Source: an optimization exercise on an open RTL-to-GDS flow (aim: small area). Production flows keep margins and buffers that such runs may drop.
Function was checked by simulation only, so behaviour that the tests miss may differ from the original.
The flow treats the clock pin as an ideal source, which a real chip does not have.
Power is estimated from default activity; no workload was simulated.

Setup of exp/umber:
Design firFilter, start of the top module:
module firFilter(dataOut1,r_out,dataIn1,rIn1, clk, rst, enable);
input clk,rst,enable;
output [16-1:0]dataOut1;
output r_out;
input [16-1:0]dataIn1;
input rIn1;
localparam L = 9;
reg mR;                      
reg [2:0] n;                 
reg [15:0] x, a1, o;         
reg [15:2] a2;               
wire [1:0] a2l = {d[1] ^ d[0], d[0]};
reg [13:0] d;                
reg c2, c1, co;              
always @(posedge clk) begin
  if (rst) begin
    mR <= 1'b0;
    n  <= 3'd0;
  end else if (enable) begin
    mR <= rIn1;
    n  <= {mR & n[1] & ~n[0], mR & (n[1] | n[0]), mR & ~n[1]};
  end
end
wire [15:0] s3;              
wire [15:0] k3;              
wire [15:2] a2n;
wire [15:0] a2c;             
genvar i;
generate
  for (i = 2; i <= 14; i = i + 1) begin : csa
    FA u (.a(d[i-2]), .b(x[i-1]), .ci(x[i]), .s(s3[i]), .co(k3[i+1]));
  end
endgenerate
assign s3[15] = d[13] ^ x[14] ^ x[15];
assign a2c[1] = x[1] & x[0];
HA a2h2 (.a(s3[2]), .b(a2c[1]), .s(a2n[2]), .co(a2c[2]));
generate
  for (i = 3; i < L; i = i + 1) begin : a2lo
    FA u (.a(s3[i]), .b(k3[i]), .ci(a2c[i-1]), .s(a2n[i]), .co(a2c[i]));
  end
endgenerate
HA a2hL (.a(s3[L]), .b(k3[L]), .s(a2n[L]), .co(a2c[L]));
generate
  for (i = L + 1; i <= 14; i = i + 1) begin : a2hi
    FA u (.a(s3[i]), .b(k3[i]), .ci(a2c[i-1]), .s(a2n[i]), .co(a2c[i]));
  end
endgenerate
assign a2n[15] = s3[15] ^ k3[15] ^ a2c[14];
wire [15:0] a1n;
wire [15:0] a1c;
assign a1n[0] = a2l[0];
HA a1h1 (.a(a2l[1]), .b(x[0]), .s(a1n[1]), .co(a1c[1]));
generate
  for (i = 2; i < L; i = i + 1) begin : a1lo
    FA u (.a(a2[i]), .b(x[i-1]), .ci(a1c[i-1]), .s(a1n[i]), .co(a1c[i]));
  end
endgenerate
FA a1fL (.a(a2[L]), .b(x[L-1]), .ci(c2), .s(a1n[L]), .co(a1c[L]));
generate
  for (i = L + 1; i <= 14; i = i + 1) begin : a1hi
    FA u (.a(a2[i]), .b(x[i-1]), .ci(a1c[i-1]), .s(a1n[i]), .co(a1c[i]));
  end
endgenerate
assign a1n[15] = a2[15] ^ x[14] ^ a1c[14];
wire [15:0] on;
  ...
Settings: LEC_CHECK=0, CAP_MARGIN=20, CORE_MARGIN=2, CORE_UTILIZATION=40, SLEW_MARGIN=20, SYNTH_HIERARCHICAL=1, SYNTH_MINIMUM_KEEP_SIZE=0; clock period 4.0 ns.
standard.sh (not shown) runs the stock make flow with config.mk's settings and CLKGATE_MAP_FILE= SYNTH_SCRIPT=/design/flow/synth_recipe.tcl, a recipe that flattens the netlist after the stock synthesis.
==> flow/flow/run.sh <==
#!/bin/bash
# The standard layout, with three changes: the smallest buffer (buf_1) on
# every input and output port, no dummy loads in the clock tree, and the clock
# tree's leaf buffers downsized where the flip-flop clock-pin slew allows.
set -euo pipefail
export BUFFER_PORTS_ARGS="-buffer_cell sky130_fd_sc_hd__buf_1"
export CTS_ARGS="-sink_clustering_enable -repair_clock_nets -dont_use_dummy_load"
export POST_CTS_TCL="$(pwd)/flow/downsize_clk.tcl"
bash standard.sh finish > standard_finish.log 2>&1
==> flow/flow/downsize_clk.tcl <==
estimate_parasitics -placement
proc clk_pin_slew_max {} {
  set worst 0.0
  foreach p [get_pins -hierarchical */CLK] {
    foreach prop {slew_max_rise slew_max_fall} {
      set s [get_property $p $prop]
      if {$s > $worst} { set worst $s }
    }
  }
  return $worst
}
set slew_limit 0.112
set setup0 [sta::worst_slack_cmd max]
set hold0 [sta::worst_slack_cmd min]
puts "clock downsizing: start slew [clk_pin_slew_max] setup $setup0 hold $hold0"
set sizes {sky130_fd_sc_hd__clkbuf_1 sky130_fd_sc_hd__clkbuf_2 sky130_fd_sc_hd__clkbuf_4 sky130_fd_sc_hd__clkbuf_8 sky130_fd_sc_hd__clkbuf_16}
foreach inst [get_cells clkbuf_*_f_clk] {
  set name [get_full_name $inst]
  set orig [get_property $inst ref_name]
  set idx [lsearch $sizes $orig]
  if {$idx < 0} { continue }
  set best $orig
  for {set i [expr {$idx - 1}]} {$i >= 0} {incr i -1} {
    set cand [lindex $sizes $i]
    replace_cell $inst $cand
    estimate_parasitics -placement
    set sl [clk_pin_slew_max]
    set su [sta::worst_slack_cmd max]
    set ho [sta::worst_slack_cmd min]
    puts "clock downsizing: try $name $cand slew $sl setup $su hold $ho"
    if {$sl <= $slew_limit && $su >= -20e-12 && $ho >= 50e-12} {
      set best $cand
    } else {
      break
    }
  }
  replace_cell $inst $best
  estimate_parasitics -placement
  puts "clock downsizing: $name $orig -> $best"
}
puts "clock downsizing: end slew [clk_pin_slew_max] setup [sta::worst_slack_cmd max] hold [sta::worst_slack_cmd min]"
detailed_placement
check_placement
--- input diff exp/umber..exp/raven ---
# exp/umber
export LEC_CHECK = 0
export CAP_MARGIN = 20
export CORE_MARGIN = 2
export CORE_UTILIZATION = 40
export SLEW_MARGIN = 20
export SYNTH_HIERARCHICAL = 1
export SYNTH_MINIMUM_KEEP_SIZE = 0
create_clock -name core_clock -period 4.0 [get_ports {clk}]
# exp/raven
export LEC_CHECK = 0
export CAP_MARGIN = 20
export CORE_MARGIN = 2
export CORE_UTILIZATION = 40
export PLACE_DENSITY = 0.9
export SLEW_MARGIN = 20
export SYNTH_HIERARCHICAL = 1
export SYNTH_MINIMUM_KEEP_SIZE = 0
create_clock -name core_clock -period 4.0 [get_ports {clk}]
### Flow results
exp/raven finished every step from synthesis to the final layout, and the layout passed the timing, DRC and antenna checks.
Maximum fanout along the worst path: exp/raven and exp/umber compared, lower one is exp/raven
In terms of fraction of the mapped netlist area in adder cells, exp/umber and exp/raven differ only marginally.
exp/raven vs exp/umber, detailed placement HPWL went up by about 1.9%.
For exp/umber, the most used routing layer in global routing was met1, unlike exp/raven, where it was met2.
Cmp exp/raven and exp/umber / overall fraction of global-route tracks in use / higher: exp/raven
exp/raven and exp/umber ended up with nearly the same final instance area.
Diff exp/umber -> exp/raven: worst path setup slack after routing saw a decrease, fmax saw a decrease, via count of the first global-routing pass saw an increase, share of power burned in combinational logic saw an increase.
Comparing exp/raven with exp/umber, the met1 track demand over resource in global routing came out essentially unchanged.
Here is what was changed in the inputs of exp/pepper compared with exp/raven.
# exp/raven
export LEC_CHECK = 0
export CAP_MARGIN = 20
export CORE_MARGIN = 2
export CORE_UTILIZATION = 40
export PLACE_DENSITY = 0.9
export SLEW_MARGIN = 20
export SYNTH_HIERARCHICAL = 1
export SYNTH_MINIMUM_KEEP_SIZE = 0
create_clock -name core_clock -period 4.0 [get_ports {clk}]
# exp/pepper
export LEC_CHECK = 0
export CAP_MARGIN = 20
export CORE_MARGIN = 2
export CORE_UTILIZATION = 60
export PLACE_DENSITY = 0.75
export SLEW_MARGIN = 20
export SYNTH_HIERARCHICAL = 1
export SYNTH_MINIMUM_KEEP_SIZE = 0
create_clock -name core_clock -period 4.0 [get_ports {clk}]
Notes after the runs:
- Per the comparison of exp/pepper with exp/raven, combinational cell fraction of total power rose by 0.3 points, minimum clock period after layout fell by 26 ps, register fraction of the total cell area rose by 1.1 points, portion of the layout cell area used by clock cells stayed essentially flat.
- met2 wire length on exp/pepper is up relative to exp/raven.
Inputs modified between exp/pepper and exp/ember:
# exp/pepper
export LEC_CHECK = 0
export CAP_MARGIN = 20
export CORE_MARGIN = 2
export CORE_UTILIZATION = 60
export PLACE_DENSITY = 0.75
export SLEW_MARGIN = 20
export SYNTH_HIERARCHICAL = 1
export SYNTH_MINIMUM_KEEP_SIZE = 0
create_clock -name core_clock -period 4.0 [get_ports {clk}]
# exp/ember
export LEC_CHECK = 0
export CAP_MARGIN = 20
export CORE_MARGIN = 2
export CORE_UTILIZATION = 40
export SLEW_MARGIN = 20
export SYNTH_HIERARCHICAL = 1
export SYNTH_MINIMUM_KEEP_SIZE = 0
create_clock -name core_clock -period 4.0 [get_ports {clk}]
Notes after the runs:
- Between exp/pepper and exp/ember, final design utilization decreased.
- Setup slack of exp/ember is on par with exp/pepper.
- Going from exp/pepper to exp/ember, power shrinks by about 0.5%.
- Area enclosed by the die boundary (exp/ember vs. exp/pepper) increases by more than a quarter
- On maximum resistive drop on vdd, exp/pepper loses to exp/ember.
- The number of standard cells in the final layout excluding fillers in exp/ember is 1.18 times that in exp/pepper.
- exp/ember: wire length is 4.4% lower than what exp/pepper reported.

## separate check: timing with driven ports
How much do the figures lean on ideal ports? The routed layouts below were timed once more, with nothing changed but the port constraints.
Step 1 sets driving cells, clkbuf_16 on the clock port and buf_2 on the other inputs (assumed; they add their load-dependent delay and slew).
Step 2 times the ports against the registers' clock, not the clock port: input delays grow and output delays shrink by t, the midpoint of the rising clock arrivals with the driver on.
Slacks: no drivers / after step 1 / after step 2; pairs: no drivers / after step 1.
| run | t (ns) | slack for setup (ns) | worst hold slack (ns) | clock arrival spread, ns |
|---|---|---|---|---|
| exp/umber | 0.361 | 0.138 / 0.138 / 0.138 | 0.489 / 0.489 / 0.489 | 0.033 / 0.033 |
| exp/raven | 0.352 | 0.111 / 0.111 / 0.111 | 0.485 / 0.485 / 0.485 | 0.032 / 0.032 |
| exp/pepper | 0.363 | 0.137 / 0.137 / 0.137 | 0.509 / 0.509 / 0.509 | 0.040 / 0.041 |
| exp/ember | 0.361 | 0.138 / 0.138 / 0.138 | 0.489 / 0.489 / 0.489 | 0.033 / 0.033 |
After both steps every run listed still meets setup and hold.
